From an optimization exercise on the open Yosys and OpenROAD flow, aimed at small area; shortcuts taken in it are not production practice. Only simulation tests tie the RTL to the original design; equivalence was not proved. Power figures rest on the tool's default switching activity, not on a simulated workload.

File: flow/flow/impl.v
// generated by gen/gen.py (impl ops=aoi2 pol=0 top3=1 booth=1 sched=hyb)
module alu (
	input			i_clk,
	input			i_rst_n,
	input			i_valid,
	input	signed	[7:0]	i_data_a,
	input	signed	[7:0]	i_data_b,
	input		[2:0]	i_inst,
	output			o_valid,
	output		[7:0]	o_data
);
reg		o_valid_r;
reg	[7:0]	o_data_r;
reg	[7:0]	res;

assign o_valid = o_valid_r;
assign o_data  = o_data_r;

wire [7:0] a = i_data_a;
wire [7:0] b = i_data_b;

// add / sub / compare share one ripple adder; s8 is the true sign
wire       sub = i_inst[0];
wire [7:0] bx  = b ^ {8{sub}};
wire [8:0] cy;
wire [7:0] s;
assign cy[0] = sub;
genvar gi;
generate for (gi = 0; gi < 8; gi = gi + 1) begin : g_add
	assign s[gi] = a[gi] ^ bx[gi] ^ cy[gi];
	assign cy[gi+1] = (a[gi] & bx[gi]) | (a[gi] & cy[gi]) | (bx[gi] & cy[gi]);
end endgenerate
wire       aovf = cy[8] ^ cy[7];
wire       s8   = s[7] ^ aovf;
// multiply: pr = (a*b + 15 + (a*b >= 0)) >> 5, saturated
	wire bo1 = b[0] ^ 1'b0;
	wire bt2 = (b[1] & ~b[0] & ~1'b0) | (~b[1] & b[0] & 1'b0);
	wire bz3 = bo1 | bt2;
	wire bp4 = (((bo1 & a[0]) | (bt2 & 1'b0)) ^ b[1]);
	wire bp5 = (((bo1 & a[1]) | (bt2 & a[0])) ^ b[1]);
	wire bp6 = (((bo1 & a[2]) | (bt2 & a[1])) ^ b[1]);
	wire bp7 = (((bo1 & a[3]) | (bt2 & a[2])) ^ b[1]);
	wire bp8 = (((bo1 & a[4]) | (bt2 & a[3])) ^ b[1]);
	wire bp9 = (((bo1 & a[5]) | (bt2 & a[4])) ^ b[1]);
	wire bp10 = (((bo1 & a[6]) | (bt2 & a[5])) ^ b[1]);
	wire bp11 = (((bo1 & a[7]) | (bt2 & a[6])) ^ b[1]);
	wire bp12 = ~(((bo1 & a[7]) | (bt2 & a[7])) ^ b[1]);
	wire bn13 = b[1];
	wire bo14 = b[2] ^ b[1];
	wire bt15 = (b[3] & ~b[2] & ~b[1]) | (~b[3] & b[2] & b[1]);
	wire bz16 = bo14 | bt15;
	wire bp17 = (((bo14 & a[0]) | (bt15 & 1'b0)) ^ b[3]);
	wire bp18 = (((bo14 & a[1]) | (bt15 & a[0])) ^ b[3]);
	wire bp19 = (((bo14 & a[2]) | (bt15 & a[1])) ^ b[3]);
	wire bp20 = (((bo14 & a[3]) | (bt15 & a[2])) ^ b[3]);
	wire bp21 = (((bo14 & a[4]) | (bt15 & a[3])) ^ b[3]);
	wire bp22 = (((bo14 & a[5]) | (bt15 & a[4])) ^ b[3]);
	wire bp23 = (((bo14 & a[6]) | (bt15 & a[5])) ^ b[3]);
	wire bp24 = (((bo14 & a[7]) | (bt15 & a[6])) ^ b[3]);
	wire bp25 = ~(((bo14 & a[7]) | (bt15 & a[7])) ^ b[3]);
	wire bn26 = b[3];
	wire bo27 = b[4] ^ b[3];
	wire bt28 = (b[5] & ~b[4] & ~b[3]) | (~b[5] & b[4] & b[3]);
	wire bz29 = bo27 | bt28;
	wire bp30 = (((bo27 & a[0]) | (bt28 & 1'b0)) ^ b[5]);
	wire bp31 = (((bo27 & a[1]) | (bt28 & a[0])) ^ b[5]);
	wire bp32 = (((bo27 & a[2]) | (bt28 & a[1])) ^ b[5]);
	wire bp33 = (((bo27 & a[3]) | (bt28 & a[2])) ^ b[5]);
	wire bp34 = (((bo27 & a[4]) | (bt28 & a[3])) ^ b[5]);
	wire bp35 = (((bo27 & a[5]) | (bt28 & a[4])) ^ b[5]);
	wire bp36 = (((bo27 & a[6]) | (bt28 & a[5])) ^ b[5]);
	wire bp37 = (((bo27 & a[7]) | (bt28 & a[6])) ^ b[5]);
	wire bp38 = ~(((bo27 & a[7]) | (bt28 & a[7])) ^ b[5]);
	wire bn39 = b[5];
	wire bo40 = b[6] ^ b[5];
	wire bt41 = (b[7] & ~b[6] & ~b[5]) | (~b[7] & b[6] & b[5]);
	wire bz42 = bo40 | bt41;
	wire bp43 = (((bo40 & a[0]) | (bt41 & 1'b0)) ^ b[7]);
	wire bp44 = (((bo40 & a[1]) | (bt41 & a[0])) ^ b[7]);
	wire bp45 = (((bo40 & a[2]) | (bt41 & a[1])) ^ b[7]);
	wire bp46 = (((bo40 & a[3]) | (bt41 & a[2])) ^ b[7]);
	wire bp47 = (((bo40 & a[4]) | (bt41 & a[3])) ^ b[7]);
	wire bp48 = (((bo40 & a[5]) | (bt41 & a[4])) ^ b[7]);
	wire bp49 = (((bo40 & a[6]) | (bt41 & a[5])) ^ b[7]);
	wire bp50 = (((bo40 & a[7]) | (bt41 & a[6])) ^ b[7]);
	wire bp51 = ~(((bo40 & a[7]) | (bt41 & a[7])) ^ b[7]);
	wire bn52 = b[7];
	wire nx53 = ~(a[7] ^ b[7]);
	wire kc54 = bn13 | nx53;
	wire ks55 = ~(bn13 ^ nx53);
	wire hs56, hc57;
	sky130_fd_sc_hd__ha_1 u_hs56 (.A(kc54), .B(bp5), .SUM(hs56), .COUT(hc57));
	wire kc58 = bn26 | bp17;
	wire ks59 = ~(bn26 ^ bp17);
	wire fs60, fc61;
	sky130_fd_sc_hd__fa_1 u_fs60 (.A(bp6), .B(hc57), .CIN(ks59), .SUM(fs60), .COUT(fc61));
	wire kc62 = bp18 | bp7;
	wire ks63 = ~(bp18 ^ bp7);
	wire fs64, fc65;
	sky130_fd_sc_hd__fa_1 u_fs64 (.A(kc58), .B(ks63), .CIN(fc61), .SUM(fs64), .COUT(fc65));
	wire fs66, fc67;
	sky130_fd_sc_hd__fa_1 u_fs66 (.A(bn39), .B(bp19), .CIN(bp30), .SUM(fs66), .COUT(fc67));
	wire fs68, fc69;
	sky130_fd_sc_hd__fa_1 u_fs68 (.A(bp8), .B(kc62), .CIN(fs66), .SUM(fs68), .COUT(fc69));
	wire lg70 = ks55 & bp4;
	wire lp71 = ks55 | bp4;
	wire lg72 = hs56 & 1'b1;
	wire lp73 = hs56 | 1'b1;
	wire lg74 = fs60 & 1'b0;
	wire lp75 = fs60 | 1'b0;
	wire lg76 = fs64 & 1'b0;
	wire lp77 = fs64 | 1'b0;
	wire lg78 = fs68 & fc65;
	wire lp79 = fs68 | fc65;
	wire lcy80 = (lg70 & lp73 & lp75 & lp77 & lp79) | (lg72 & lp75 & lp77 & lp79) | (lg74 & lp77 & lp79) | (lg76 & lp79) | (lg78);
	wire fs81, fc82;
	sky130_fd_sc_hd__fa_1 u_fs81 (.A(bp20), .B(bp31), .CIN(bp9), .SUM(fs81), .COUT(fc82));
	wire fs83, fc84;
	sky130_fd_sc_hd__fa_1 u_fs83 (.A(fc67), .B(fs81), .CIN(fc69), .SUM(fs83), .COUT(fc84));
	wire fs85, fc86;
	sky130_fd_sc_hd__fa_1 u_fs85 (.A(bn52), .B(bp10), .CIN(bp21), .SUM(fs85), .COUT(fc86));
	wire fs87, fc88;
	sky130_fd_sc_hd__fa_1 u_fs87 (.A(bp32), .B(bp43), .CIN(fc82), .SUM(fs87), .COUT(fc88));
	wire fs89, fc90;
	sky130_fd_sc_hd__fa_1 u_fs89 (.A(fs85), .B(fs87), .CIN(fc84), .SUM(fs89), .COUT(fc90));
	wire fs91, fc92;
	sky130_fd_sc_hd__fa_1 u_fs91 (.A(bp11), .B(bp22), .CIN(bp33), .SUM(fs91), .COUT(fc92));
	wire fs93, fc94;
	sky130_fd_sc_hd__fa_1 u_fs93 (.A(bp44), .B(fc86), .CIN(fs91), .SUM(fs93), .COUT(fc94));
	wire fs95, fc96;
	sky130_fd_sc_hd__fa_1 u_fs95 (.A(fc88), .B(fs93), .CIN(fc90), .SUM(fs95), .COUT(fc96));
	wire kc97 = bp12 | bp23;
	wire ks98 = ~(bp12 ^ bp23);
	wire fs99, fc100;
	sky130_fd_sc_hd__fa_1 u_fs99 (.A(bp34), .B(bp45), .CIN(ks98), .SUM(fs99), .COUT(fc100));
	wire fs101, fc102;
	sky130_fd_sc_hd__fa_1 u_fs101 (.A(fc92), .B(fs99), .CIN(fc94), .SUM(fs101), .COUT(fc102));
	wire kc103 = bp24 | bp35;
	wire ks104 = ~(bp24 ^ bp35);
	wire fs105, fc106;
	sky130_fd_sc_hd__fa_1 u_fs105 (.A(bp46), .B(kc97), .CIN(ks104), .SUM(fs105), .COUT(fc106));
	wire fs107, fc108;
	sky130_fd_sc_hd__fa_1 u_fs107 (.A(fc100), .B(fs105), .CIN(fc102), .SUM(fs107), .COUT(fc108));
	wire fs109, fc110;
	sky130_fd_sc_hd__fa_1 u_fs109 (.A(bp25), .B(bp36), .CIN(bp47), .SUM(fs109), .COUT(fc110));
	wire fs111, fc112;
	sky130_fd_sc_hd__fa_1 u_fs111 (.A(kc103), .B(fs109), .CIN(fc106), .SUM(fs111), .COUT(fc112));
	wire kc113 = bp37 | bp48;
	wire ks114 = ~(bp37 ^ bp48);
	wire fs115, fc116;
	sky130_fd_sc_hd__fa_1 u_fs115 (.A(ks114), .B(fc110), .CIN(fc112), .SUM(fs115), .COUT(fc116));
	wire fs117, fc118;
	sky130_fd_sc_hd__fa_1 u_fs117 (.A(bp38), .B(bp49), .CIN(kc113), .SUM(fs117), .COUT(fc118));
	wire hs119, hc120;
	sky130_fd_sc_hd__ha_1 u_hs119 (.A(bp50), .B(fc118), .SUM(hs119), .COUT(hc120));
	wire cp121 = fs83 ^ 1'b0;
	wire cg122 = fs83 & 1'b0;
	wire cp123 = fs89 ^ 1'b0;
	wire cg124 = fs89 & 1'b0;
	wire cp125 = fs95 ^ 1'b0;
	wire cg126 = fs95 & 1'b0;
	wire cp127 = fs101 ^ fc96;
	wire cg128 = fs101 & fc96;
	wire cp129 = fs107 ^ 1'b0;
	wire cg130 = fs107 & 1'b0;
	wire cp131 = fs111 ^ fc108;
	wire cg132 = fs111 & fc108;
	wire cp133 = fs115 ^ 1'b0;
	wire cg134 = fs115 & 1'b0;
	wire cp135 = fs117 ^ fc116;
	wire cg136 = fs117 & fc116;
	wire cp137 = hs119 ^ 1'b1;
	wire cg138 = hs119 & 1'b1;
	wire cp139 = bp51 ^ hc120;
	wire cg140 = bp51 & hc120;
	wire cp141 = 1'b1 ^ 1'b0;
	wire cg142 = 1'b1 & 1'b0;
	wire ps143 = cp121 ^ lcy80;
	wire pc144 = cg122 | (cp121 & lcy80);
	wire ps145 = cp123 ^ pc144;
	wire pc146 = cg124 | (cp123 & pc144);
	wire ps147 = cp125 ^ pc146;
	wire pc148 = cg126 | (cp125 & pc146);
	wire ps149 = cp127 ^ pc148;
	wire pc150 = cg128 | (cp127 & pc148);
	wire ps151 = cp129 ^ pc150;
	wire pc152 = cg130 | (cp129 & pc150);
	wire ps153 = cp131 ^ pc152;
	wire pc154 = cg132 | (cp131 & pc152);
	wire ps155 = cp133 ^ pc154;
	wire pc156 = cg134 | (cp133 & pc154);
	wire ps157 = cp135 ^ pc156;
	wire pc158 = cg136 | (cp135 & pc156);
	wire ps159 = cp137 ^ pc158;
	wire pc160 = cg138 | (cp137 & pc158);
	wire ps161 = cp139 ^ pc160;
	wire pc162 = cg140 | (cp139 & pc160);
	wire ps163 = cp141 ^ pc162;
	wire pc164 = cg142 | (cp141 & pc162);
	wire o1165 = (cp135 ^ 1'b0) | (cp137 ^ (cg136 | (cp135 & 1'b0))) | (cp139 ^ (cg138 | (cp137 & (cg136 | (cp135 & 1'b0)))));
	wire o2166 = (cp135 ^ 1'b0) & (cp137 ^ (cg136 | (cp135 & 1'b0))) & (cp139 ^ (cg138 | (cp137 & (cg136 | (cp135 & 1'b0)))));
	wire o1167 = (cp135 ^ 1'b1) | (cp137 ^ (cg136 | (cp135 & 1'b1))) | (cp139 ^ (cg138 | (cp137 & (cg136 | (cp135 & 1'b1)))));
	wire o2168 = (cp135 ^ 1'b1) & (cp137 ^ (cg136 | (cp135 & 1'b1))) & (cp139 ^ (cg138 | (cp137 & (cg136 | (cp135 & 1'b1)))));
	wire movf169 = pc156 ? (o1167 & ~o2168) : (o1165 & ~o2166);
wire [15:5] pr = {ps163, ps161, ps159, ps157, ps155, ps153, ps151, ps149, ps147, ps145, ps143};
wire       msgn = a[7] ^ b[7];
wire       movf = movf169;

// sigmoid
wire       sg_hi  = ~a[7] & a[6];
wire       sg_mid = ~(a[7] ^ a[6]);
wire [7:0] sig_res = {2'b00, sg_hi, sg_mid & ~a[6], a[5:2] & {4{sg_mid}}};

wire [15:0] rr = {a, a} >> b[2:0];
wire [7:0] ror_res = rr[7:0];

// one AND-OR plane: each result bit is an OR of gated terms
wire       is_as  = (i_inst[2:1] == 2'b00);
wire       is_mul = (i_inst == 3'd2);
wire       sat    = (is_as & aovf) | (is_mul & movf);
wire       sgn    = is_mul ? msgn : s8;
wire       ok_as  = is_as & ~aovf;
wire       ok_mul = is_mul & ~movf;
wire       e_nand = (i_inst == 3'd3);
wire       e_xnor = (i_inst == 3'd4);
wire       e_sig  = (i_inst == 3'd5);
wire       e_rlo  = (i_inst == 3'd6) & ~b[2];
wire       e_rhi  = (i_inst == 3'd6) & b[2];
wire       e_mina = (i_inst == 3'd7) & s8;
wire       e_minb = (i_inst == 3'd7) & ~s8;
wire [15:0] r2 = {a, a} >> b[1:0];
wire [7:0] rq = r2[7:0];
wire [7:0] rqh = {rq[3:0], rq[7:4]};
wire [7:0] satv = {sgn, {7{~sgn}}};
always @(*)
	res = ({8{sat}} & satv) | ({8{ok_as}} & s) | ({8{ok_mul}} & pr[12:5])
	    | ({8{e_nand}} & ~(a & b)) | ({8{e_xnor}} & ~(a ^ b)) | ({8{e_sig}} & sig_res)
	    | ({8{e_rlo}} & rq) | ({8{e_rhi}} & rqh) | ({8{e_mina}} & a) | ({8{e_minb}} & b);
always @(posedge i_clk or negedge i_rst_n) begin
	if (!i_rst_n)
		o_valid_r <= 1'b0;
	else
		o_valid_r <= i_valid;
end

always @(posedge i_clk)
	o_data_r <= res;

endmodule
File: flow/flow/synth.tcl
proc abc {args} {
  set i [lsearch -exact $args -script]
  if {$i < 0 || [string match "*-fast*" $args]} {
    yosys abc {*}$args
    return
  }
  set j [lsearch -exact $args -D]
  if {$j >= 0} { set args [lreplace $args $j [expr {$j + 1}]] }
  set lib [lindex $::env(LIB_FILES) 0]
  yosys design -save flow_pre_abc
  set best ""
  foreach script $::env(FLOW_ABC_SCRIPTS) {
    yosys design -load flow_pre_abc
    lset args [expr {$i + 1}] $script
    puts "abc (flow wrapper): $script"
    if {[catch {yosys abc {*}$args} err]} {
      puts "abc (flow wrapper): $script failed: $err"
      continue
    }
    set st [tee -q -s result.string stat -liberty $lib]
    if {![regexp {Chip area for module [^:]*: ([0-9.]+)} $st -> area]} { error "no area after abc" }
    puts "abc (flow wrapper): $script gives cell area $area"
    if {$best eq "" || $area < $best} {
      set best $area
      yosys design -save flow_best_abc
    }
  }
  if {$best eq ""} { error "every ABC script failed" }
  yosys design -load flow_best_abc
  puts "abc (flow wrapper): kept cell area $best"
}
source $::env(FLOW_WORK)/synth_recipe.tcl
File: flow/flow/abc/a1.abc
strash
balance; rewrite; refactor; balance; rewrite; rewrite -z; balance; refactor -z; rewrite -z; balance
&get -n
&deepsyn -T 60
&put
balance; rewrite; refactor; balance; rewrite; rewrite -z; balance; refactor -z; rewrite -z; balance
dch -f
amap
topo
mfs3 -ae -H 6 -R 4
mfs3 -ae -H 6 -R 4 -r
File: flow/standard.sh
#!/bin/bash
# synth_recipe.tcl (not shown) runs the flow's synth.tcl, then flattens the netlist and writes it again
# the make line also repeats each setting of config.mk as NAME=value (left out here)
make -C /OpenROAD-flow-scripts/flow DESIGN_CONFIG=/design/flow/config.mk WORK_HOME=/design/flow/orfs CLKGATE_MAP_FILE= SYNTH_SCRIPT=/design/flow/synth_recipe.tcl "${@:-finish}"
File: flow/constraint.sdc
create_clock -name core_clock -period 7.0 [get_ports {i_clk}]
set_input_delay 1.4000 -clock core_clock [delete_from_list [all_inputs] [get_ports {i_clk}]]
set_output_delay 1.4000 -clock core_clock [all_outputs]
set_load 0.01 [all_outputs]
File: flow/flow/abc/a2.abc
strash
balance -l; resub -K 6 -l; rewrite -l; resub -K 6 -N 2 -l; refactor -l; resub -K 8 -l; balance -l; resub -K 8 -N 2 -l; rewrite -l; resub -K 10 -l; rewrite -z -l; resub -K 10 -N 2 -l; balance -l; resub -K 12 -l; refactor -z -l; resub -K 12 -N 2 -l; rewrite -z -l; balance -l
balance -l; resub -K 6 -l; rewrite -l; resub -K 6 -N 2 -l; refactor -l; resub -K 8 -l; balance -l; resub -K 8 -N 2 -l; rewrite -l; resub -K 10 -l; rewrite -z -l; resub -K 10 -N 2 -l; balance -l; resub -K 12 -l; refactor -z -l; resub -K 12 -N 2 -l; rewrite -z -l; balance -l
dch -f
amap
topo
mfs3 -ae -H 6 -R 4
mfs3 -ae -H 6 -R 4 -r
File: flow/flow/run.sh
#!/bin/bash
set -euo pipefail
W=$PWD
export FLOW_WORK=$W
export FLOW_ABC_SCRIPTS="$W/flow/abc/a1.abc $W/flow/abc/a2.abc $W/flow/abc/a3.abc $W/flow/abc/a4.abc $W/flow/abc/a5.abc"
LIB=$FLOW_HOME/platforms/sky130hd/lib/sky130_fd_sc_hd__tt_025C_1v80.lib

# impl.v must do what design.v does: prove it before laying it out
cat > equiv.ys <<EOY
read_liberty -ignore_miss_func $LIB
read_verilog -sv $W/design.v
rename alu gold
read_verilog -sv $W/flow/impl.v
proc; flatten; opt_clean
rename alu gate
miter -equiv -flatten -make_assert gold gate miter
hierarchy -top miter
flatten; async2sync; opt -fast
sat -verify -prove-asserts -set-init-zero -seq 2 -show-inputs miter
EOY
yosys -l equiv.log -q -s equiv.ys > /dev/null

MK=(make -C "$FLOW_HOME" DESIGN_CONFIG="$W/config.mk" WORK_HOME="$W/orfs"
    CLKGATE_MAP_FILE= SYNTH_SCRIPT="$W/flow/synth.tcl"
    VERILOG_FILES="$W/flow/impl.v" ADDER_MAP_FILE=
    "BUFFER_PORTS_ARGS=-buffer_cell sky130_fd_sc_hd__buf_1" SKIP_INCREMENTAL_REPAIR=1
    "CTS_ARGS=-sink_clustering_enable -repair_clock_nets -dont_use_dummy_load -buf_list sky130_fd_sc_hd__clkbuf_2 -root_buf sky130_fd_sc_hd__clkbuf_4")
if ! "${MK[@]}" synth > make_synth.log 2>&1; then
  # an ABC script can abort on some inputs: retry with the scripts that do not use &deepsyn
  rm -rf "$W/orfs/results" "$W/orfs/logs" "$W/orfs/reports" "$W/orfs/objects"
  export FLOW_ABC_SCRIPTS="$W/flow/abc/a2.abc $W/flow/abc/a3.abc"
  "${MK[@]}" synth > make_synth_retry.log 2>&1
fi
"${MK[@]}" finish > make_finish.log 2>&1
R=$W/orfs/results/sky130hd/alu/base
: # left out here: write the final layout as DEF
File: flow/flow/abc/a5.abc
strash
balance; rewrite; refactor; balance; rewrite; rewrite -z; balance; refactor -z; rewrite -z; balance
&get -n
&deepsyn -T 60
&put
balance; rewrite; refactor; balance; rewrite; rewrite -z; balance; refactor -z; rewrite -z; balance
dch -f
amap -F 4 -A 10
topo
mfs3 -ae -H 6 -R 4
mfs3 -ae -H 6 -R 4 -r
File: flow/flow/abc/a3.abc
strash
balance; rewrite; refactor; balance; rewrite; rewrite -z; balance; refactor -z; rewrite -z; balance
balance; rewrite; refactor; balance; rewrite; rewrite -z; balance; refactor -z; rewrite -z; balance
dch -f
amap
topo
mfs3 -ae -H 6 -R 4
mfs3 -ae -H 6 -R 4 -r
File: flow/config.mk
export PLATFORM = sky130hd
export DESIGN_NAME = alu
export DESIGN_NICKNAME = alu
export VERILOG_FILES = /design/flow/design.v
export SDC_FILE = /design/flow/constraint.sdc
export NUM_CORES = 8
export LEC_CHECK = 0
export CAP_MARGIN = 20
export CORE_MARGIN = 2
export CORE_UTILIZATION = 40
export GPL_TIMING_DRIVEN = 0
export SETUP_SLACK_MARGIN = 0.2
export SLEW_MARGIN = 20
File: flow/flow/abc/a4.abc
strash
balance; rewrite; refactor; balance; rewrite; rewrite -z; balance; refactor -z; rewrite -z; balance
&get -n
&deepsyn -T 60
&put
balance; rewrite; refactor; balance; rewrite; rewrite -z; balance; refactor -z; rewrite -z; balance
dch -f
amap
File: flow/design.v
module alu (
	input			i_clk,
	input			i_rst_n,
	input			i_valid,
	input	signed	[7:0]	i_data_a,
	input	signed	[7:0]	i_data_b,
	input		[2:0]	i_inst,
	output			o_valid,
	output		[7:0]	o_data
);
reg		o_valid_r;
reg	[7:0]	o_data_r;
reg	[7:0]	res;
assign o_valid = o_valid_r;
assign o_data  = o_data_r;
wire [7:0] a = i_data_a;
wire [7:0] b = i_data_b;
wire       sub = i_inst[0];
wire [7:0] bx  = b ^ {8{sub}};
wire [8:0] cy;
wire [7:0] s;
assign cy[0] = sub;
genvar gi;
generate for (gi = 0; gi < 8; gi = gi + 1) begin : g_add
	assign s[gi] = a[gi] ^ bx[gi] ^ cy[gi];
	assign cy[gi+1] = (a[gi] & bx[gi]) | (a[gi] & cy[gi]) | (bx[gi] & cy[gi]);
end endgenerate
wire       aovf = cy[8] ^ cy[7];
wire       s8   = s[7] ^ aovf;
	wire bo1 = b[0] ^ 1'b0;
	wire bt2 = (b[1] & ~b[0] & ~1'b0) | (~b[1] & b[0] & 1'b0);
	wire bz3 = bo1 | bt2;
	wire bp4 = (((bo1 & a[0]) | (bt2 & 1'b0)) ^ b[1]);
	wire bp5 = (((bo1 & a[1]) | (bt2 & a[0])) ^ b[1]);
	wire bp6 = (((bo1 & a[2]) | (bt2 & a[1])) ^ b[1]);
	wire bp7 = (((bo1 & a[3]) | (bt2 & a[2])) ^ b[1]);
	wire bp8 = (((bo1 & a[4]) | (bt2 & a[3])) ^ b[1]);
	wire bp9 = (((bo1 & a[5]) | (bt2 & a[4])) ^ b[1]);
	wire bp10 = (((bo1 & a[6]) | (bt2 & a[5])) ^ b[1]);
	wire bp11 = (((bo1 & a[7]) | (bt2 & a[6])) ^ b[1]);
	wire bp12 = ~(((bo1 & a[7]) | (bt2 & a[7])) ^ b[1]);
	wire bn13 = b[1];
	wire bo14 = b[2] ^ b[1];
	wire bt15 = (b[3] & ~b[2] & ~b[1]) | (~b[3] & b[2] & b[1]);
	wire bz16 = bo14 | bt15;
	wire bp17 = (((bo14 & a[0]) | (bt15 & 1'b0)) ^ b[3]);
	wire bp18 = (((bo14 & a[1]) | (bt15 & a[0])) ^ b[3]);
	wire bp19 = (((bo14 & a[2]) | (bt15 & a[1])) ^ b[3]);
	wire bp20 = (((bo14 & a[3]) | (bt15 & a[2])) ^ b[3]);
	wire bp21 = (((bo14 & a[4]) | (bt15 & a[3])) ^ b[3]);
	wire bp22 = (((bo14 & a[5]) | (bt15 & a[4])) ^ b[3]);
	wire bp23 = (((bo14 & a[6]) | (bt15 & a[5])) ^ b[3]);
	wire bp24 = (((bo14 & a[7]) | (bt15 & a[6])) ^ b[3]);
	wire bp25 = ~(((bo14 & a[7]) | (bt15 & a[7])) ^ b[3]);
	wire bn26 = b[3];
	wire bo27 = b[4] ^ b[3];
	wire bt28 = (b[5] & ~b[4] & ~b[3]) | (~b[5] & b[4] & b[3]);
	wire bz29 = bo27 | bt28;
	wire bp30 = (((bo27 & a[0]) | (bt28 & 1'b0)) ^ b[5]);
	wire bp31 = (((bo27 & a[1]) | (bt28 & a[0])) ^ b[5]);
	wire bp32 = (((bo27 & a[2]) | (bt28 & a[1])) ^ b[5]);
	wire bp33 = (((bo27 & a[3]) | (bt28 & a[2])) ^ b[5]);
	wire bp34 = (((bo27 & a[4]) | (bt28 & a[3])) ^ b[5]);
	wire bp35 = (((bo27 & a[5]) | (bt28 & a[4])) ^ b[5]);
	wire bp36 = (((bo27 & a[6]) | (bt28 & a[5])) ^ b[5]);
	wire bp37 = (((bo27 & a[7]) | (bt28 & a[6])) ^ b[5]);
	wire bp38 = ~(((bo27 & a[7]) | (bt28 & a[7])) ^ b[5]);
	wire bn39 = b[5];
	wire bo40 = b[6] ^ b[5];
	wire bt41 = (b[7] & ~b[6] & ~b[5]) | (~b[7] & b[6] & b[5]);
	wire bz42 = bo40 | bt41;
	wire bp43 = (((bo40 & a[0]) | (bt41 & 1'b0)) ^ b[7]);
	wire bp44 = (((bo40 & a[1]) | (bt41 & a[0])) ^ b[7]);
	wire bp45 = (((bo40 & a[2]) | (bt41 & a[1])) ^ b[7]);
	wire bp46 = (((bo40 & a[3]) | (bt41 & a[2])) ^ b[7]);
	wire bp47 = (((bo40 & a[4]) | (bt41 & a[3])) ^ b[7]);
	wire bp48 = (((bo40 & a[5]) | (bt41 & a[4])) ^ b[7]);
	wire bp49 = (((bo40 & a[6]) | (bt41 & a[5])) ^ b[7]);
	wire bp50 = (((bo40 & a[7]) | (bt41 & a[6])) ^ b[7]);
	wire bp51 = ~(((bo40 & a[7]) | (bt41 & a[7])) ^ b[7]);
	wire bn52 = b[7];
	wire nx53 = ~(a[7] ^ b[7]);
	wire kc54 = bn13 | nx53;
	wire ks55 = ~(bn13 ^ nx53);
	wire hs56 = kc54 ^ bp5;
	wire hc57 = kc54 & bp5;
	wire kc58 = bn26 | bp17;
	wire ks59 = ~(bn26 ^ bp17);
	wire fs60 = bp6 ^ hc57 ^ ks59;
	wire fc61 = (bp6 & hc57) | (bp6 & ks59) | (hc57 & ks59);
	wire kc62 = bp18 | bp7;
	wire ks63 = ~(bp18 ^ bp7);
	wire fs64 = kc58 ^ ks63 ^ fc61;
	wire fc65 = (kc58 & ks63) | (kc58 & fc61) | (ks63 & fc61);
	wire fs66 = bn39 ^ bp19 ^ bp30;
	wire fc67 = (bn39 & bp19) | (bn39 & bp30) | (bp19 & bp30);
	wire fs68 = bp8 ^ kc62 ^ fs66;
	wire fc69 = (bp8 & kc62) | (bp8 & fs66) | (kc62 & fs66);
	wire lg70 = ks55 & bp4;
	wire lp71 = ks55 | bp4;
	wire lg72 = hs56 & 1'b1;
	wire lp73 = hs56 | 1'b1;
	wire lg74 = fs60 & 1'b0;
	wire lp75 = fs60 | 1'b0;
	wire lg76 = fs64 & 1'b0;
	wire lp77 = fs64 | 1'b0;
	wire lg78 = fs68 & fc65;
	wire lp79 = fs68 | fc65;
	wire lcy80 = (lg70 & lp73 & lp75 & lp77 & lp79) | (lg72 & lp75 & lp77 & lp79) | (lg74 & lp77 & lp79) | (lg76 & lp79) | (lg78);
	wire fs81 = bp20 ^ bp31 ^ bp9;
	wire fc82 = (bp20 & bp31) | (bp20 & bp9) | (bp31 & bp9);
	wire fs83 = fc67 ^ fs81 ^ fc69;
	wire fc84 = (fc67 & fs81) | (fc67 & fc69) | (fs81 & fc69);
	wire fs85 = bn52 ^ bp10 ^ bp21;
	wire fc86 = (bn52 & bp10) | (bn52 & bp21) | (bp10 & bp21);
	wire fs87 = bp32 ^ bp43 ^ fc82;
	wire fc88 = (bp32 & bp43) | (bp32 & fc82) | (bp43 & fc82);
	wire fs89 = fs85 ^ fs87 ^ fc84;
	wire fc90 = (fs85 & fs87) | (fs85 & fc84) | (fs87 & fc84);
	wire fs91 = bp11 ^ bp22 ^ bp33;
	wire fc92 = (bp11 & bp22) | (bp11 & bp33) | (bp22 & bp33);
	wire fs93 = bp44 ^ fc86 ^ fs91;
	wire fc94 = (bp44 & fc86) | (bp44 & fs91) | (fc86 & fs91);
	wire fs95 = fc88 ^ fs93 ^ fc90;
	wire fc96 = (fc88 & fs93) | (fc88 & fc90) | (fs93 & fc90);
	wire kc97 = bp12 | bp23;
	wire ks98 = ~(bp12 ^ bp23);
	wire fs99 = bp34 ^ bp45 ^ ks98;
	wire fc100 = (bp34 & bp45) | (bp34 & ks98) | (bp45 & ks98);
	wire fs101 = fc92 ^ fs99 ^ fc94;
	wire fc102 = (fc92 & fs99) | (fc92 & fc94) | (fs99 & fc94);
	wire kc103 = bp24 | bp35;
	wire ks104 = ~(bp24 ^ bp35);
	wire fs105 = bp46 ^ kc97 ^ ks104;
	wire fc106 = (bp46 & kc97) | (bp46 & ks104) | (kc97 & ks104);
	wire fs107 = fc100 ^ fs105 ^ fc102;
	wire fc108 = (fc100 & fs105) | (fc100 & fc102) | (fs105 & fc102);
	wire fs109 = bp25 ^ bp36 ^ bp47;
	wire fc110 = (bp25 & bp36) | (bp25 & bp47) | (bp36 & bp47);
	wire fs111 = kc103 ^ fs109 ^ fc106;
	wire fc112 = (kc103 & fs109) | (kc103 & fc106) | (fs109 & fc106);
	wire kc113 = bp37 | bp48;
	wire ks114 = ~(bp37 ^ bp48);
	wire fs115 = ks114 ^ fc110 ^ fc112;
	wire fc116 = (ks114 & fc110) | (ks114 & fc112) | (fc110 & fc112);
	wire fs117 = bp38 ^ bp49 ^ kc113;
	wire fc118 = (bp38 & bp49) | (bp38 & kc113) | (bp49 & kc113);
	wire hs119 = bp50 ^ fc118;
	wire hc120 = bp50 & fc118;
	wire cp121 = fs83 ^ 1'b0;
	wire cg122 = fs83 & 1'b0;
	wire cp123 = fs89 ^ 1'b0;
	wire cg124 = fs89 & 1'b0;
	wire cp125 = fs95 ^ 1'b0;
	wire cg126 = fs95 & 1'b0;
	wire cp127 = fs101 ^ fc96;
	wire cg128 = fs101 & fc96;
	wire cp129 = fs107 ^ 1'b0;
	wire cg130 = fs107 & 1'b0;
	wire cp131 = fs111 ^ fc108;
	wire cg132 = fs111 & fc108;
	wire cp133 = fs115 ^ 1'b0;
	wire cg134 = fs115 & 1'b0;
	wire cp135 = fs117 ^ fc116;
	wire cg136 = fs117 & fc116;
	wire cp137 = hs119 ^ 1'b1;
	wire cg138 = hs119 & 1'b1;
	wire cp139 = bp51 ^ hc120;
	wire cg140 = bp51 & hc120;
	wire cp141 = 1'b1 ^ 1'b0;
	wire cg142 = 1'b1 & 1'b0;
	wire ps143 = cp121 ^ lcy80;
	wire pc144 = cg122 | (cp121 & lcy80);
	wire ps145 = cp123 ^ pc144;
	wire pc146 = cg124 | (cp123 & pc144);
	wire ps147 = cp125 ^ pc146;
	wire pc148 = cg126 | (cp125 & pc146);
	wire ps149 = cp127 ^ pc148;
	wire pc150 = cg128 | (cp127 & pc148);
	wire ps151 = cp129 ^ pc150;
	wire pc152 = cg130 | (cp129 & pc150);
	wire ps153 = cp131 ^ pc152;
	wire pc154 = cg132 | (cp131 & pc152);
	wire ps155 = cp133 ^ pc154;
	wire pc156 = cg134 | (cp133 & pc154);
	wire ps157 = cp135 ^ pc156;
	wire pc158 = cg136 | (cp135 & pc156);
	wire ps159 = cp137 ^ pc158;
	wire pc160 = cg138 | (cp137 & pc158);
	wire ps161 = cp139 ^ pc160;
	wire pc162 = cg140 | (cp139 & pc160);
	wire ps163 = cp141 ^ pc162;
	wire pc164 = cg142 | (cp141 & pc162);
	wire o1165 = (cp135 ^ 1'b0) | (cp137 ^ (cg136 | (cp135 & 1'b0))) | (cp139 ^ (cg138 | (cp137 & (cg136 | (cp135 & 1'b0)))));
	wire o2166 = (cp135 ^ 1'b0) & (cp137 ^ (cg136 | (cp135 & 1'b0))) & (cp139 ^ (cg138 | (cp137 & (cg136 | (cp135 & 1'b0)))));
	wire o1167 = (cp135 ^ 1'b1) | (cp137 ^ (cg136 | (cp135 & 1'b1))) | (cp139 ^ (cg138 | (cp137 & (cg136 | (cp135 & 1'b1)))));
	wire o2168 = (cp135 ^ 1'b1) & (cp137 ^ (cg136 | (cp135 & 1'b1))) & (cp139 ^ (cg138 | (cp137 & (cg136 | (cp135 & 1'b1)))));
	wire movf169 = pc156 ? (o1167 & ~o2168) : (o1165 & ~o2166);
wire [15:5] pr = {ps163, ps161, ps159, ps157, ps155, ps153, ps151, ps149, ps147, ps145, ps143};
wire       msgn = a[7] ^ b[7];
wire       movf = movf169;
wire       sg_hi  = ~a[7] & a[6];
wire       sg_mid = ~(a[7] ^ a[6]);
wire [7:0] sig_res = {2'b00, sg_hi, sg_mid & ~a[6], a[5:2] & {4{sg_mid}}};
wire [15:0] rr = {a, a} >> b[2:0];
wire [7:0] ror_res = rr[7:0];
wire       is_as  = (i_inst[2:1] == 2'b00);
wire       is_mul = (i_inst == 3'd2);
wire       sat    = (is_as & aovf) | (is_mul & movf);
wire       sgn    = is_mul ? msgn : s8;
wire       ok_as  = is_as & ~aovf;
wire       ok_mul = is_mul & ~movf;
wire       e_nand = (i_inst == 3'd3);
wire       e_xnor = (i_inst == 3'd4);
wire       e_sig  = (i_inst == 3'd5);
wire       e_rlo  = (i_inst == 3'd6) & ~b[2];
wire       e_rhi  = (i_inst == 3'd6) & b[2];
wire       e_mina = (i_inst == 3'd7) & s8;
wire       e_minb = (i_inst == 3'd7) & ~s8;
wire [15:0] r2 = {a, a} >> b[1:0];
wire [7:0] rq = r2[7:0];
wire [7:0] rqh = {rq[3:0], rq[7:4]};
wire [7:0] satv = {sgn, {7{~sgn}}};
always @(*)
	res = ({8{sat}} & satv) | ({8{ok_as}} & s) | ({8{ok_mul}} & pr[12:5])
	    | ({8{e_nand}} & ~(a & b)) | ({8{e_xnor}} & ~(a ^ b)) | ({8{e_sig}} & sig_res)
	    | ({8{e_rlo}} & rq) | ({8{e_rhi}} & rqh) | ({8{e_mina}} & a) | ({8{e_minb}} & b);
always @(posedge i_clk or negedge i_rst_n) begin
	if (!i_rst_n)
		o_valid_r <= 1'b0;
	else
		o_valid_r <= i_valid;
end
always @(posedge i_clk)
	o_data_r <= res;
endmodule
==> results of run 1 <==
final timing paths:
kind                       cells past startpoint   startpoint  slack, ps     endpoint
min in group core_clock                        1      i_valid       1230    o_valid_r
min                                            1      i_rst_n        890    o_valid_r
max                                           22  i_data_b[1]        160  o_data_r[1]
max in group asynchronous                      1      i_rst_n       6020    o_valid_r
synth_stat cells, types with 3 or more instances:
library cell	count	share of area
o22ai_1	59	0.17
o2111ai_1	3	0.012
fa_1	20	0.18
or2_0	6	0.017
o32ai_1	3	0.012
clkinv_1	24	0.040
o221ai_1	5	0.020
nand4_1	4	0.011
a21oi_1	30	0.067
a31oi_1	4	0.011
dfxtp_1	8	0.072
nor3_1	9	0.020
nor2_1	50	0.084
or4_1	6	0.020
a211oi_1	4	0.013
nand2_1	38	0.064
o21ai_0	50	0.11
nor3b_1	4	0.013
per-stage QoR:
stage | hold WS (ps) | cells | utilization
2_1_floorplan | 1104 | 343 | -
3_3_place_gp | 1163 | 445 | 0.4474
3_5_place_dp | 1165 | 445 | 0.4474
4_1_cts | 885.4 | 448 | 0.4633
5_1_grt | 886.8 | 448 | 0.4633
6_report | 885.5 | 448 | 0.4633
sequential cells by signal, indices dropped and copies added (netlist names):
name	flops
o_data_r	8
o_valid_r	1
per-layer routing:
layer | share of wire | vias to the layer above
met2 | 0.46 | 109
met5 | 0 | -
met3 | 0.055 | 18
met1 | 0.46 | 1295
li1 | - | 1398
met4 | 0.025 | 0
kinds of logic (layout without fill, tap and decap cells):
| group | Yosys count | after routing | synth area share |
|---|---|---|---|
| fa+ha+maj | 22 | 22 | 0.1907 |
| simple gates | 122 | 122 | 0.2429 |
| flops | 9 | 9 | 0.08300 |
| buf+inv | 24 | 57 | 0.04038 |
| compound gates | 166 | 166 | 0.4431 |
cell type report:
cell class	instances	area [sq um]	share of cell area
multi-input cells	310	2002	0.7944
flip-flops and latches	9	185.2	0.07349
repair buffers	30	122.6	0.04866
inverters	24	97.59	0.03873
well taps	72	90.09	0.03575
clock buffers	3	22.52	0.008937
worst max-delay path, cell delays in order:
cell	delay, ps
buf_2	320
clkinv_4	240
nor2_1	260
a32oi_4	130
o22ai_1	200
nor2_1	60
a21oi_1	200
fa_1	460
fa_1	390
fa_1	390
fa_1	400
fa_1	520
nand2_1	100
o21ai_0	240
nand2_1	130
o21ai_0	270
nand2_1	140
o21ai_0	180
nand2_1	230
nand3_1	180
nor2_1	120
or4_1	420
report_power, final:
group / internal, W / total, W / switching (W)
clock network: 0.0000198 / 0.0000377 / 0.0000180
logic: 0.000124 / 0.000332 / 0.000208
registers: 0.0000626 / 0.0000650 / 0.00000247
total: 0.000206 / 0.000435 / 0.000229
==> results.yml, run 1 <==
floorplan:
  rows: 27
  start_util: 0.4102
  ios: 31
  fp.dieArea_sq_mm: 0.006191
  coreArea_sq_mm: 0.005439
  die_h_microns: 78.68
  die_w_microns: 78.68
worst_setup_path:
  crit_arrival_ps: 6970
  required_ps: 7130
  critPathCaptureType: "register"
  critPathMaxFanout: 18
  crit_type: "input pin to register"
  crit_path_start_kind: "input pin"
global_routing:
  use_met1: 0.3423
  grt_pass1_wl_microns: 12520
  use_met2: 0.4120
  grt_util_met3: 0.01609
  grt_max_degree: 22
  grt_pass1_vias: 2563
  grt_use_total: 0.2502
  busiest_layer: "met2"
  grt-ovfl-total: 0
  grt_antenna_before_repair: 0
power_and_ir_drop:
  total_power_w: 0.0004348
  irDropWorstVdd_uv: 74.67
  p_leak_nw: 0.8105
  p_per_area_mw_per_mm2: 172.6
cells_and_area:
  fin_nets: 422
  drive_above_1_share: 0.03457
  final_area_sq_mm: 0.002520
  mostFrequentLayoutCells: "o22ai_1 (57), nor2_1 (50), o21ai_0 (50)"
  num-fill-cells: 597
  area.growth.synth_to_final_pct: 12.96
  antenna_cells: 0
  mostFrequentLayoutCell: "o22ai_1"
clock_network:
  cts_buffer_depth: 2
  cts_buffers: 3
  cts_tree: "done"
  cts_num_sinks: 9
  clockRootBuffer: "clkbuf_4"
  cts_max_level: 1
  clk_pin_slew_ps: 60
  cts_hold_buf: 0
  cts_resized: 17
  cts_setup_buffers: 0
placement:
  hpwl_microns: 5696
  dpl_cell_area_sq_mm: 0.002434
  port_buffers: 30
  place_ws_ps: -1041
  place.gp.congestion: 0.9653
logic_synthesis:
  yosysWarnings: 1
  yosys_most_used_dff: "dfxtp_1"
  ys_seq_area_frac: 0.08301
  syn_area_per_cell_sq_um: 6.504
  syn_nets: 387
  synthesis.area_sq_mm: 0.002231
  ys_seq_elements: 9
  ys_async_sr_fraction: 0.1111
  synth_edf_count: 0
  synth_cells: 343
  synth_cell_type_count: 30
timing:
  finalSetupViolations: 0
  finalHoldViolCount: 0
  min_period_ps: 6837
  worst_pin_slew_ps: 856.3
  setup_ws_ps: 163.1
  period_share: 0.9767
  tns_ps: 0
  slew_viol_final: 0
  fmax_mhz: 146.3
  relSlewSlack: 0.4291
route:
  drt_iter0_markers: 377
  vias_per_cell: 6.295
  totalWireLength_microns: 7501
  ant_nets: 0
  first_pass_iters: 7
  vias: 2820
  wl_per_cell_microns: 16.74
  drc: 0
run:
  timing.max_cap.violations: 0
min_path:
  hp-class: "input pin to async pin"
run_status:
  outcome: "finished clean"
==> run 2: changes to the inputs <==
--- a/flow/config.mk
+++ b/flow/config.mk
@@ -11,3 +11,3 @@
 export GPL_TIMING_DRIVEN = 0
-export SETUP_SLACK_MARGIN = 0.2
+export SETUP_SLACK_MARGIN = 0.35
 export SLEW_MARGIN = 20
==> results.yml, run 2 <==
min_path:
  hp-class: "input pin to async pin"
clock_network:
  cts_tree: "done"
  cts_buffer_depth: 2
  cts_resized: 22
  clk_pin_slew_ps: 60
  cts_max_level: 1
  cts_buffers: 3
  cts_num_sinks: 9
  cts_setup_buffers: 0
  clockRootBuffer: "clkbuf_4"
  cts_hold_buf: 0
cells_and_area:
  final_util: 0.4670
  drive_above_1_share: 0.03989
  antenna_cells: 0
  final_area_sq_mm: 0.002540
  fin_nets: 422
  largest_register: "o_data_r"
  mostFrequentLayoutCell: "o22ai_1"
  reg_top3: "o_data_r: 8 flops, o_valid_r: 1 flops"
  mostFrequentLayoutCells: "o22ai_1 (57), nor2_1 (50), o21ai_0 (50)"
  largest_reg_flops: 8
  area.growth.synth_to_final_pct: 13.85
power_and_ir_drop:
  sw_frac_of_total: 0.5247
  irDropWorstVdd_uv: 74.52
  clkPwrFrac: 0.086
  power_frac_seq: 0.149
  p_switching_w: 0.0002284
  power_frac_comb: 0.765
  p_per_area_mw_per_mm2: 171.4
  p_leak_nw: 0.8146
  power.internal_w: 0.0002069
worst_setup_path:
  crit_type: "input pin to register"
  cp_num_buf_inv: 2
  crit_arrival_ps: 6820
  critPathCaptureType: "register"
  cpMostUsedCell: "fa_1"
  startpoint: "i_data_b[2]"
  slowest_delay_ps: 520
  cp_top_family: "adder cells"
  crit_path_start_kind: "input pin"
  crit_slowest_cell: "fa_1"
  required_ps: 7130
  critPathMaxFanout: 9
  path_cells: "buf_1 > clkinv_2 > nor2_1 > a32oi_4 > o22ai_1 > nor2_1 > a21oi_1 > fa_1 > fa_1 > fa_1 > fa_1 > fa_1 > nand2_1 > o21ai_0 > nand2_1 > o21ai_0 > nand2_1 > o21ai_0 > nand2_2 > nand3_1 > nor2_1 > or4_1"
global_routing:
  grt_pass1_wl_microns: 12520
  grt_antenna_before_repair: 0
  grt_pass1_vias: 2566
  grt_use_total: 0.2502
  grt_max_degree: 22
  grt-ovfl-total: 0
logic_synthesis:
  synthesis.area_sq_mm: 0.002231
  synth_most_common_cell: "o22ai_1"
  synth_cells: 343
  synth_fa_ha_area_frac: 0.1907
  synth-simple-area-share: 0.2428
  netlist.area_leader.share: 0.1795
  ys_seq_elements: 9
  syn_nets: 387
  muxShareOfSynthArea: 0
  syn_area_per_cell_sq_um: 6.504
  ys_seq_area_frac: 0.08301
  synth_area_leaders: "fa_1 (18%), o22ai_1 (17%), o21ai_0 (11%)"
  ys_async_sr_fraction: 0.1111
  synth_edf_count: 0
  synth_top_cell_by_area: "fa_1"
  synthXorXnorAreaFrac: 0
  synth_top_family_by_area: "compound AO/OA/AOI/OAI gates"
  yosys_most_used_dff: "dfxtp_1"
  synth_compound_area_frac: 0.4431
  synth_common_cells: "o22ai_1 (59), nor2_1 (50), o21ai_0 (50)"
  synth_cell_type_count: 30
  yosysWarnings: 1
route:
  vias_per_cell: 6.382
  first_pass_iters: 5
  vias: 2859
  wl_per_cell_microns: 16.60
  ant_nets: 0
  totalWireLength_microns: 7438
  drc: 0
  drt_iter0_markers: 452
timing:
  fmax_mhz: 149.6
  setup_ws_ps: 315.9
  worst_pin_slew_ps: 866.8
  relSlewSlack: 0.4221
  slew_viol_final: 0
  tns_ps: 0
  period_share: 0.9549
  finalSetupViolations: 0
  finalHoldViolCount: 0
  min_period_ps: 6684
run_status:
  outcome: "finished clean"
floorplan:
  start_util: 0.4102
  die_w_microns: 78.68
  ios: 31
  rows: 27
  coreArea_sq_mm: 0.005439
  fp.dieArea_sq_mm: 0.006191
  die_h_microns: 78.68
placement:
  place_ws_ps: -1041
  port_buffers: 30
  hpwl_microns: 5696
  place.gp.congestion: 0.9653
  dpl_cell_area_sq_mm: 0.002434
run:
  timing.max_cap.violations: 0
run 2: cell counts after synthesis:
Identical to the previous run, type by type.
run 2: worst max-delay path by stage:
stage | endpoint | cells past startpoint | slack [ps]
after floorplan | o_data_r[1] | 19 | 670
after global placement | o_data_r[1] | 20 | -980
after detailed placement | o_data_r[5] | 21 | -1040
after CTS | o_data_r[5] | 22 | 360
after global routing | o_data_r[3] | 23 | -70
final | o_data_r[5] | 22 | 320
run 2: metrics by stage:
step                      hold WS [ps]  total power [W]  cells
after CTS                        885.4        0.0004325    448
after floorplan                   1104        0.0003060    343
final                            887.5        0.0004354    448
after global routing             886.8        0.0004827    448
after global placement            1163        0.0003845    445
after detailed placement          1165        0.0003878    445
run 2: logic make-up (layout without fill, tap and decap cells):
family,after synthesis,in the layout
AO/OA/AOI/OAI,166,166
adder cells (fa/ha/maj),22,22
buffers and inverters,24,57
flip-flops,9,9
AND/OR/NAND/NOR,122,122
run 2: final cells by class:
cell class,count,area [sq um]
fill,591,2899
multi-input combinational,310,2016
sequential,9,185.2
timing repair buffer,30,127.6
inverter,24,98.84
tap,72,90.09
clock buffer,3,22.52
run 2: power by group through the flow:
stage	Sequential (W)	Clock [W]	Combinational (W)
final	0.0000651	0.0000373	0.000333
after global routing	0.0000661	0.0000396	0.000377
after CTS	0.0000652	0.0000381	0.000329
after detailed placement	0.0000663	0	0.000322
after global placement	0.0000662	0	0.000318
after floorplan	0.0000725	0	0.000234
run 2: layer usage:
layer | global-route usage | up-vias | part of all wire
li1 | - | 1403 | -
met1 | 0.3423 | 1289 | 0.46
met2 | 0.4120 | 143 | 0.45
met3 | 0.01609 | 24 | 0.062
met4 | 0.09649 | 0 | 0.032
met5 | 0 | - | 0
==> run 3: changes to the inputs <==
--- a/flow/flow/run.sh
+++ b/flow/flow/run.sh
@@ -4,3 +4,3 @@
 export FLOW_WORK=$W
-export FLOW_ABC_SCRIPTS="$W/flow/abc/a1.abc $W/flow/abc/a2.abc $W/flow/abc/a3.abc $W/flow/abc/a4.abc $W/flow/abc/a5.abc"
+export FLOW_ABC_SCRIPTS="$W/flow/abc/a1.abc $W/flow/abc/a2.abc $W/flow/abc/a3.abc $W/flow/abc/a4.abc $W/flow/abc/a5.abc $W/flow/abc/a6.abc"
 LIB=$FLOW_HOME/platforms/sky130hd/lib/sky130_fd_sc_hd__tt_025C_1v80.lib
==> flow/flow/abc/a6.abc (new file) <==
strash
balance; rewrite; refactor; balance; rewrite; rewrite -z; balance; refactor -z; rewrite -z; balance
&get -n
&deepsyn -T 60
&put
balance; rewrite; refactor; balance; rewrite; rewrite -z; balance; refactor -z; rewrite -z; balance
dch -f
amap -m
topo
mfs3 -ae -H 6 -R 4
mfs3 -ae -H 6 -R 4 -r
--- a/flow/config.mk
+++ b/flow/config.mk
@@ -11,3 +11,3 @@
 export GPL_TIMING_DRIVEN = 0
-export SETUP_SLACK_MARGIN = 0.35
+export SETUP_SLACK_MARGIN = 0.25
 export SLEW_MARGIN = 20
==> results.yml, run 3 <==
run_status:
  outcome: "finished clean"
logic_synthesis:
  synth_edf_count: 0
  synth_cell_type_count: 27
  synth_top_cell_by_area: "o22ai_1"
  ys_seq_area_frac: 0.08371
  netlist.area_leader.share: 0.1895
  synth-simple-area-share: 0.2438
  synth_cells: 343
  synth_top_family_by_area: "compound AO/OA/AOI/OAI gates"
  yosys_most_used_dff: "dfxtp_1"
  syn_area_per_cell_sq_um: 6.449
  synth_area_leaders: "o22ai_1 (19%), fa_1 (18%), o21ai_0 (11%)"
  synth_compound_area_frac: 0.4378
  syn_nets: 387
  synth_common_cells: "o22ai_1 (67), nor2_1 (53), o21ai_0 (48)"
  synthesis.area_sq_mm: 0.002212
  synthXorXnorAreaFrac: 0
  muxShareOfSynthArea: 0
  ys_async_sr_fraction: 0.1111
  ys_seq_elements: 9
  synth_most_common_cell: "o22ai_1"
  yosysWarnings: 1
  synth_fa_ha_area_frac: 0.1923
route:
  first_pass_iters: 5
  ant_nets: 0
  dr_wl_met3_microns: 548
  maxUsedRoutingLayer: "met4"
  wl_met2_microns: 3583
  wl_met1_microns: 3290
  totalWireLength_microns: 7711
  wl_per_cell_microns: 17.21
  drt_iter0_markers: 270
  vias: 2846
  drc: 0
  vias_per_cell: 6.353
min_path:
  hp-class: "input pin to async pin"
floorplan:
  rows: 27
  coreArea_sq_mm: 0.005439
  fp.dieArea_sq_mm: 0.006141
  die_h_microns: 78.37
  ios: 31
  start_util: 0.4067
  die_w_microns: 78.37
clock_network:
  cts_setup_buffers: 0
  cts_num_sinks: 9
  clk_pin_slew_ps: 60
  clockRootBuffer: "clkbuf_4"
  cts_buffer_depth: 2
  cts_tree: "done"
  cts_buffers: 3
  cts_resized: 22
  cts_max_level: 1
  cts_hold_buf: 0
global_routing:
  grt_max_degree: 24
  grt_use_total: 0.2627
  grt_antenna_before_repair: 0
  grt-ovfl-total: 0
  grt_pass1_vias: 2681
  grt_pass1_wl_microns: 12990
timing:
  relSlewSlack: 0.3894
  finalSetupViolations: 0
  min_period_ps: 6725
  worst_pin_slew_ps: 915.8
  timing.hold.ws_ps: 885.2
  fmax_mhz: 148.7
  finalHoldViolCount: 0
  period_share: 0.9607
  slew_viol_final: 0
power_and_ir_drop:
  clkPwrFrac: 0.085
  p_switching_w: 0.0002268
  power_frac_comb: 0.765
  p_leak_nw: 0.8172
  sw_frac_of_total: 0.5242
  irDropWorstVdd_uv: 79.67
  power.internal_w: 0.0002059
  power_frac_seq: 0.150
  p_per_area_mw_per_mm2: 172.3
cells_and_area:
  drive_above_1_share: 0.03989
  final_area_sq_mm: 0.002511
  mostFrequentLayoutCell: "o22ai_1"
  fin_nets: 422
  num-fill-cells: 589
  antenna_cells: 0
  final_util: 0.4617
  mostFrequentLayoutCells: "o22ai_1 (63), nor2_1 (52), o21ai_0 (48)"
  largest_register: "o_data_r"
  reg_top3: "o_data_r: 8 flops, o_valid_r: 1 flops"
  largest_reg_flops: 8
  area.growth.synth_to_final_pct: 13.52
placement:
  port_buffers: 30
  place.gp.congestion: 0.9184
  hpwl_microns: 5729
  dpl_cell_area_sq_mm: 0.002415
worst_setup_path:
  critPathMaxFanout: 9
  crit_type: "input pin to register"
  required_ps: 7130
  crit_arrival_ps: 6850
  critPathCaptureType: "register"
  path_cells: "buf_1 > clkinv_2 > nor2_2 > o22ai_4 > o22ai_1 > nor2_1 > a21oi_1 > fa_1 > fa_1 > fa_1 > fa_1 > fa_1 > nand2_1 > o21ai_0 > nand2_1 > o21ai_0 > nand2_1 > o22ai_1 > nand2_1 > nand3_1 > nor2_1 > or4_1"
  crit_slowest_cell: "fa_1"
  crit_path_start_kind: "input pin"
  cpMostUsedCell: "fa_1"
  slowest_delay_ps: 500
run:
  timing.max_cap.violations: 0
[run 3: cell count changes after synthesis, sizes merged, moves of 2 or more]
cell and change:
o21ai -2, a21oi -2, a32oi -2, nor2 +3, or2 -3, o22ai +8
o32ai -3
[run 3: through the flow]
stage,power [W],setup TNS [ps],setup slack [ps],cells
finish,0.0004327,0,275.0,448
global route,0.0004885,-2075,-321.3,448
CTS,0.0004286,0,279.7,448
detailed placement,0.0003868,-9446,-1237,445
global placement,0.0003827,-9237,-1223,445
floorplan,0.0003061,0,619.5,343
[run 3: per-layer routing]
layer	GRT usage	up-vias
met4	0.1246	0
met2	0.4422	151
met1	0.3473	1268
met5	0	-
met3	0.01034	28
li1	-	1399
[run 3: cell type report]
type                            count  area (sq um)  share of cell area
Timing Repair Buffer               30         127.6             0.05082
Sequential cell                     9         185.2             0.07374
Multi-Input combinational cell    309          1983              0.7897
Tap cell                           72         90.09             0.03587
Clock buffer                        3         22.52            0.008969
Inverter                           25         102.6             0.04086
[run 3: how the worst max path moves through the flow]
stage,from,slack (ps),endpoint,cells past startpoint
2_1_floorplan,i_data_b[1],620,o_data_r[1],19
3_3_place_gp,i_data_b[1],-1220,o_data_r[2],20
3_5_place_dp,i_data_b[1],-1240,o_data_r[2],21
4_1_cts,i_data_b[2],280,o_data_r[2],22
5_1_grt,i_data_b[2],-320,o_data_r[0],25
6_report,i_data_b[2],270,o_data_r[2],22
[run 3: critical path, delay by kind of cell]
kind	cells	cell delay (ps)
fa+ha+maj	5	2140
simple gates	9	1620
compound gates	6	1170
buf+inv	2	510
[run 3: kinds of logic (layout without fill, tap and decap cells)]
kind of cell    after synthesis  in the layout
compound gates              164            164
simple gates                123            123
buf+inv                      25             58
fa+ha+maj                    22             22
flops                         9              9
[run 3: power groups by stage]
| stage | clock network (W) | registers, W | logic, W |
|---|---|---|---|
| after floorplan | 0 | 0.0000724 | 0.000234 |
| after global placement | 0 | 0.0000660 | 0.000317 |
| after detailed placement | 0 | 0.0000660 | 0.000321 |
| after CTS | 0.0000364 | 0.0000650 | 0.000327 |
| after global routing | 0.0000383 | 0.0000658 | 0.000384 |
| final | 0.0000368 | 0.0000649 | 0.000331 |
==> run 4: changes to the inputs <==
--- a/flow/config.mk
+++ b/flow/config.mk
@@ -11,3 +11,3 @@
 export GPL_TIMING_DRIVEN = 0
-export SETUP_SLACK_MARGIN = 0.25
+export SETUP_SLACK_MARGIN = 0.35
 export SLEW_MARGIN = 20
==> results.yml, run 4 <==
clock_network:
  cts_resized: 24
  cts_tree: "done"
  cts_setup_buffers: 0
  clk_pin_slew_ps: 60
  cts_max_level: 1
  cts_num_sinks: 9
  cts_buffers: 3
  clockRootBuffer: "clkbuf_4"
  cts_hold_buf: 0
  cts_buffer_depth: 2
power_and_ir_drop:
  total_power_w: 0.0004325
  p_per_area_mw_per_mm2: 172.0
  irDropWorstVdd_uv: 80.34
  p_leak_nw: 0.8208
route:
  wl_met1_microns: 3272
  vias: 2871
  vias_per_cell: 6.408
  first_pass_iters: 5
  wl_met2_microns: 3579
  dr_wl_met3_microns: 570
  maxUsedRoutingLayer: "met4"
  wl_per_cell_microns: 17.20
  drt_iter0_markers: 283
  drc: 0
  ant_nets: 0
  totalWireLength_microns: 7706
logic_synthesis:
  synth_cell_type_count: 27
  netlist.area_leader.share: 0.1895
  synth_top_family_by_area: "compound AO/OA/AOI/OAI gates"
  synthXorXnorAreaFrac: 0
  ys_seq_elements: 9
  synth_edf_count: 0
  syn_area_per_cell_sq_um: 6.449
  synth_area_leaders: "o22ai_1 (19%), fa_1 (18%), o21ai_0 (11%)"
  yosysWarnings: 1
  synth_top_cell_by_area: "o22ai_1"
  ys_async_sr_fraction: 0.1111
  synth-simple-area-share: 0.2438
  synth_fa_ha_area_frac: 0.1923
  synth_compound_area_frac: 0.4378
  yosys_most_used_dff: "dfxtp_1"
  ys_seq_area_frac: 0.08371
  synth_common_cells: "o22ai_1 (67), nor2_1 (53), o21ai_0 (48)"
  synthesis.area_sq_mm: 0.002212
  syn_nets: 387
  muxShareOfSynthArea: 0
  synth_most_common_cell: "o22ai_1"
  synth_cells: 343
cells_and_area:
  reg_top3: "o_data_r: 8 flops, o_valid_r: 1 flops"
  multiInputGateArea_sq_mm: 0.001986
  largest_reg_flops: 8
  mostFrequentLayoutCell: "o22ai_1"
  fin_nets: 422
  largest_register: "o_data_r"
  mostFrequentLayoutCells: "o22ai_1 (63), nor2_1 (52), o21ai_0 (48)"
  num-fill-cells: 590
  regArea_sq_um: 185.2
  area.growth.synth_to_final_pct: 13.69
  antenna_cells: 0
  final_util: 0.4624
  drive_above_1_share: 0.04521
timing:
  period_share: 0.9435
  finalHoldViolCount: 0
  relSlewSlack: 0.3948
  tns_ps: 0
  slew_viol_final: 0
  worst_pin_slew_ps: 907.9
  min_period_ps: 6605
  fmax_mhz: 151.4
  timing.hold.ws_ps: 893.7
  setup_ws_ps: 395.2
  finalSetupViolations: 0
run:
  timing.max_cap.violations: 0
placement:
  hpwl_microns: 5729
  port_buffers: 30
  place.gp.congestion: 0.9184
  place_ws_ps: -1237
floorplan:
  fp.dieArea_sq_mm: 0.006141
  ios: 31
  die_h_microns: 78.37
  die_w_microns: 78.37
  start_util: 0.4067
  coreArea_sq_mm: 0.005439
  rows: 27
worst_setup_path:
  crit_type: "input pin to register"
  required_ps: 7120
  crit_path_start_kind: "input pin"
  critPathCaptureType: "register"
  critPathMaxFanout: 9
  crit_arrival_ps: 6720
global_routing:
  grt_max_degree: 24
  grt_use_total: 0.2627
  grt_pass1_vias: 2672
  grt-ovfl-total: 0
  grt_pass1_wl_microns: 12980
  grt_antenna_before_repair: 0
min_path:
  hp-class: "input pin to async pin"
run_status:
  outcome: "finished clean"
==> run 4: report_power, final <==
| group | internal (W) | switching [W] |
|---|---|---|
| sequential | 0.0000625 | 0.00000237 |
| combinational | 0.000124 | 0.000208 |
| clock | 0.0000197 | 0.0000162 |
==> run 4: area by class of cell <==
class                           count  share of cell area
Timing Repair Buffer               30             0.05124
Sequential cell                     9             0.07363
Clock buffer                        3            0.008955
Multi-Input combinational cell    309              0.7896
Inverter                           25             0.04080
Tap cell                           72             0.03582
==> run 4: per-layer routing <==
layer | vias to the layer above | track usage
li1 | 1402 | -
met1 | 1290 | 0.3480
met2 | 151 | 0.4414
met3 | 28 | 0.01034
met4 | 0 | 0.1246
met5 | - | 0
==> run 4: through the flow <==
step                      area (sq um)  instances
after floorplan                   2212        343
after global placement            2415        445
after detailed placement          2415        445
after CTS                         2515        448
after global routing              2515        448
final                             2515        448
==> run 4: worst max path at each step <==
stage | startpoint | to | slack [ps] | cells past startpoint
floorplan | i_data_b[1] | o_data_r[1] | 620 | 19
global placement | i_data_b[1] | o_data_r[2] | -1220 | 20
detailed placement | i_data_b[1] | o_data_r[2] | -1240 | 21
CTS | i_data_b[1] | o_data_r[2] | 410 | 22
global route | i_data_b[4] | o_data_r[3] | -150 | 21
finish | i_data_b[4] | o_data_r[2] | 400 | 20
==> run 4: cell families after synthesis <==
| group | count (synthesis) |
|---|---|
| and+or+nand+nor | 123 |
| adders and majority gates | 22 |
| buffers and inverters | 25 |
| DFF | 9 |
| AOI/OAI and AO/OA | 164 |
==> run 4: worst max-delay path, cell delays in order <==
cell,delay [ps]
buf_1,270
clkinv_1,260
o22ai_4,350
nor2_1,90
o21ai_0,220
fa_1,470
fa_1,390
fa_1,390
fa_1,390
fa_1,500
nand2_1,90
o21ai_0,260
nand2_1,150
o21ai_0,270
nand2_1,130
o22ai_1,180
nand2_2,170
nand3_1,140
nor2_1,140
or4_1,440
==> run 5: changes to the inputs <==
--- a/flow/flow/run.sh
+++ b/flow/flow/run.sh
@@ -25,3 +25,3 @@
     VERILOG_FILES="$W/flow/impl.v" ADDER_MAP_FILE=
-    "BUFFER_PORTS_ARGS=-buffer_cell sky130_fd_sc_hd__buf_1" SKIP_INCREMENTAL_REPAIR=1
+    "BUFFER_PORTS_ARGS=-buffer_cell sky130_fd_sc_hd__buf_1" SKIP_INCREMENTAL_REPAIR=1 SETUP_MOVE_SEQUENCE=unbuffer,swap,buffer,split,sizeup,clone
     "CTS_ARGS=-sink_clustering_enable -repair_clock_nets -dont_use_dummy_load -buf_list sky130_fd_sc_hd__clkbuf_2 -root_buf sky130_fd_sc_hd__clkbuf_4")
==> results.yml, run 5 <==
run_status:
  outcome: "finished clean"
global_routing:
  grt_max_degree: 21
  grt_pass1_wl_microns: 13460
  grt_pass1_vias: 2762
  grt_antenna_before_repair: 0
  grt_use_total: 0.2748
  grt-ovfl-total: 0
min_path:
  hp-class: "input pin to async pin"
placement:
  port_buffers: 30
  place_ws_ps: -1237
  place.gp.congestion: 0.9184
  hpwl_microns: 5729
  place_inst: 445
worst_setup_path:
  cp_num_buf_inv: 3
  endpoint: "o_data_r[2]"
  crit_path_start_kind: "input pin"
  cp_top_family: "adder cells"
  required_ps: 7130
  crit_slowest_cell: "fa_1"
  startpoint: "i_data_b[2]"
  slowest_delay_ps: 500
  cpMostUsedCell: "fa_1"
  critPathMaxFanout: 7
  critPathCaptureType: "register"
  crit_arrival_ps: 6720
  worstSetupPathDepth: 23
  path_cells: "buf_1 > clkinv_1 > nor2_1 > o22ai_1 > buf_4 > o22ai_1 > nor2_1 > a21oi_1 > fa_1 > fa_1 > fa_1 > fa_1 > fa_1 > nand2_1 > o21ai_0 > nand2_1 > o21ai_0 > nand2_1 > o22ai_1 > nand2_1 > nand3_1 > nor2_1 > or4_1"
  crit_type: "input pin to register"
logic_synthesis:
  yosys_most_used_dff: "dfxtp_1"
  synth_common_cells: "o22ai_1 (67), nor2_1 (53), o21ai_0 (48)"
  synth_cells: 343
  synthXorXnorAreaFrac: 0
  ys_seq_elements: 9
  ys_seq_area_frac: 0.08371
  synth_compound_area_frac: 0.4378
  ys_async_sr_fraction: 0.1111
  synth_most_common_cell: "o22ai_1"
  synthesis.area_sq_mm: 0.002212
  synth_top_family_by_area: "compound AO/OA/AOI/OAI gates"
  synth_area_leaders: "o22ai_1 (19%), fa_1 (18%), o21ai_0 (11%)"
  muxShareOfSynthArea: 0
  synth_top_cell_by_area: "o22ai_1"
  syn_area_per_cell_sq_um: 6.449
  netlist.area_leader.share: 0.1895
  synth_edf_count: 0
  syn_nets: 387
  synth_cell_type_count: 27
  synth_fa_ha_area_frac: 0.1923
  yosysWarnings: 1
  synth-simple-area-share: 0.2438
route:
  first_pass_iters: 6
  drt_iter0_markers: 333
  wl_per_cell_microns: 17.50
  drc: 0
  totalWireLength_microns: 8102
  vias: 2930
  ant_nets: 0
  vias_per_cell: 6.328
clock_network:
  clk_pin_slew_ps: 60
  cts_buffers: 3
  clockRootBuffer: "clkbuf_4"
  cts_resized: 0
  cts_hold_buf: 0
  cts_setup_buffers: 15
  cts_max_level: 1
  cts_num_sinks: 9
  cts_buffer_depth: 2
  cts_tree: "done"
run:
  timing.max_cap.violations: 0
power_and_ir_drop:
  p_switching_w: 0.0002282
  power.internal_w: 0.0002106
  power_frac_seq: 0.148
  clkPwrFrac: 0.084
  power_frac_comb: 0.768
  total_power_w: 0.0004388
  p_per_area_mw_per_mm2: 171.3
  irDropWorstVdd_uv: 78.98
  sw_frac_of_total: 0.5200
  p_leak_nw: 0.8641
timing:
  period_share: 0.9415
  setup_ws_ps: 409.5
  finalHoldViolCount: 0
  worst_pin_slew_ps: 904.5
  tns_ps: 0
  finalSetupViolations: 0
  min_period_ps: 6590
  relSlewSlack: 0.3970
  slew_viol_final: 0
  fmax_mhz: 151.7
cells_and_area:
  antenna_cells: 0
  stdcell_count: 463
  mostFrequentLayoutCells: "o22ai_1 (67), nor2_1 (53), o21ai_0 (48)"
  fin_nets: 437
  drive_above_1_share: 0.04604
  largest_reg_flops: 8
  reg_top3: "o_data_r: 8 flops, o_valid_r: 1 flops"
  largest_register: "o_data_r"
  area.growth.synth_to_final_pct: 15.84
  final_util: 0.4711
  mostFrequentLayoutCell: "o22ai_1"
floorplan:
  start_util: 0.4067
  rows: 27
  die_w_microns: 78.37
  die_h_microns: 78.37
  coreArea_sq_mm: 0.005439
  ios: 31
  fp.dieArea_sq_mm: 0.006141
[run 5: cell counts after synthesis]
Identical to the previous run, type by type.
[run 5: per-layer routing]
metal	vias to the layer above	wire length [microns]	global-route usage
li1	1428	-	-
met1	1301	3453	0.3616
met2	164	3655	0.4500
met3	37	584	0.01839
met4	0	409	0.1491
met5	-	0	0
[run 5: worst min path at each step]
stage	slack, ps	start	end
after CTS	890	i_rst_n	o_valid_r
after global placement	1160	i_rst_n	o_valid_r
after detailed placement	1170	i_rst_n	o_valid_r
after floorplan	1100	i_rst_n	o_valid_r
after global routing	890	i_rst_n	o_valid_r
final	890	i_rst_n	o_valid_r
[run 5: area by class of cell]
cell class,instances,area (sq um)
flip-flops and latches,9,185.2
well taps,72,90.09
clock buffers,3,22.52
fillers,597,2877
repair buffers,45,237.7
multi-input cells,309,1933
inverters,25,93.84
[run 5: logic make-up (layout without fill, tap and decap cells)]
family	count (synthesis)	count (layout)
and+or+nand+nor	123	123
buffers and inverters	25	73
adders and majority gates	22	22
DFF	9	9
AOI/OAI and AO/OA	164	164
[run 5: through the flow]
stage | instance area, sq um | hold slack [ps]
6_report | 2562 | 885.5
5_1_grt | 2562 | 887.6
4_1_cts | 2562 | 889.4
3_5_place_dp | 2415 | 1165
3_3_place_gp | 2415 | 1163
2_1_floorplan | 2212 | 1104
[run 5: power groups by stage]
stage / logic (W) / clock network, W / registers [W]
floorplan: 0.000234 / 0 / 0.0000724
global placement: 0.000317 / 0 / 0.0000660
detailed placement: 0.000321 / 0 / 0.0000660
CTS: 0.000333 / 0.0000364 / 0.0000650
global route: 0.000391 / 0.0000383 / 0.0000658
finish: 0.000337 / 0.0000368 / 0.0000649

Check on run 5: ideal ports give 0.410 ns setup slack; a clkbuf_16 on the clock port and buf_2 on the inputs give 0.404 ns; moving port delays by the midpoint clock arrival (0.281 ns) as well gives 0.123 ns.
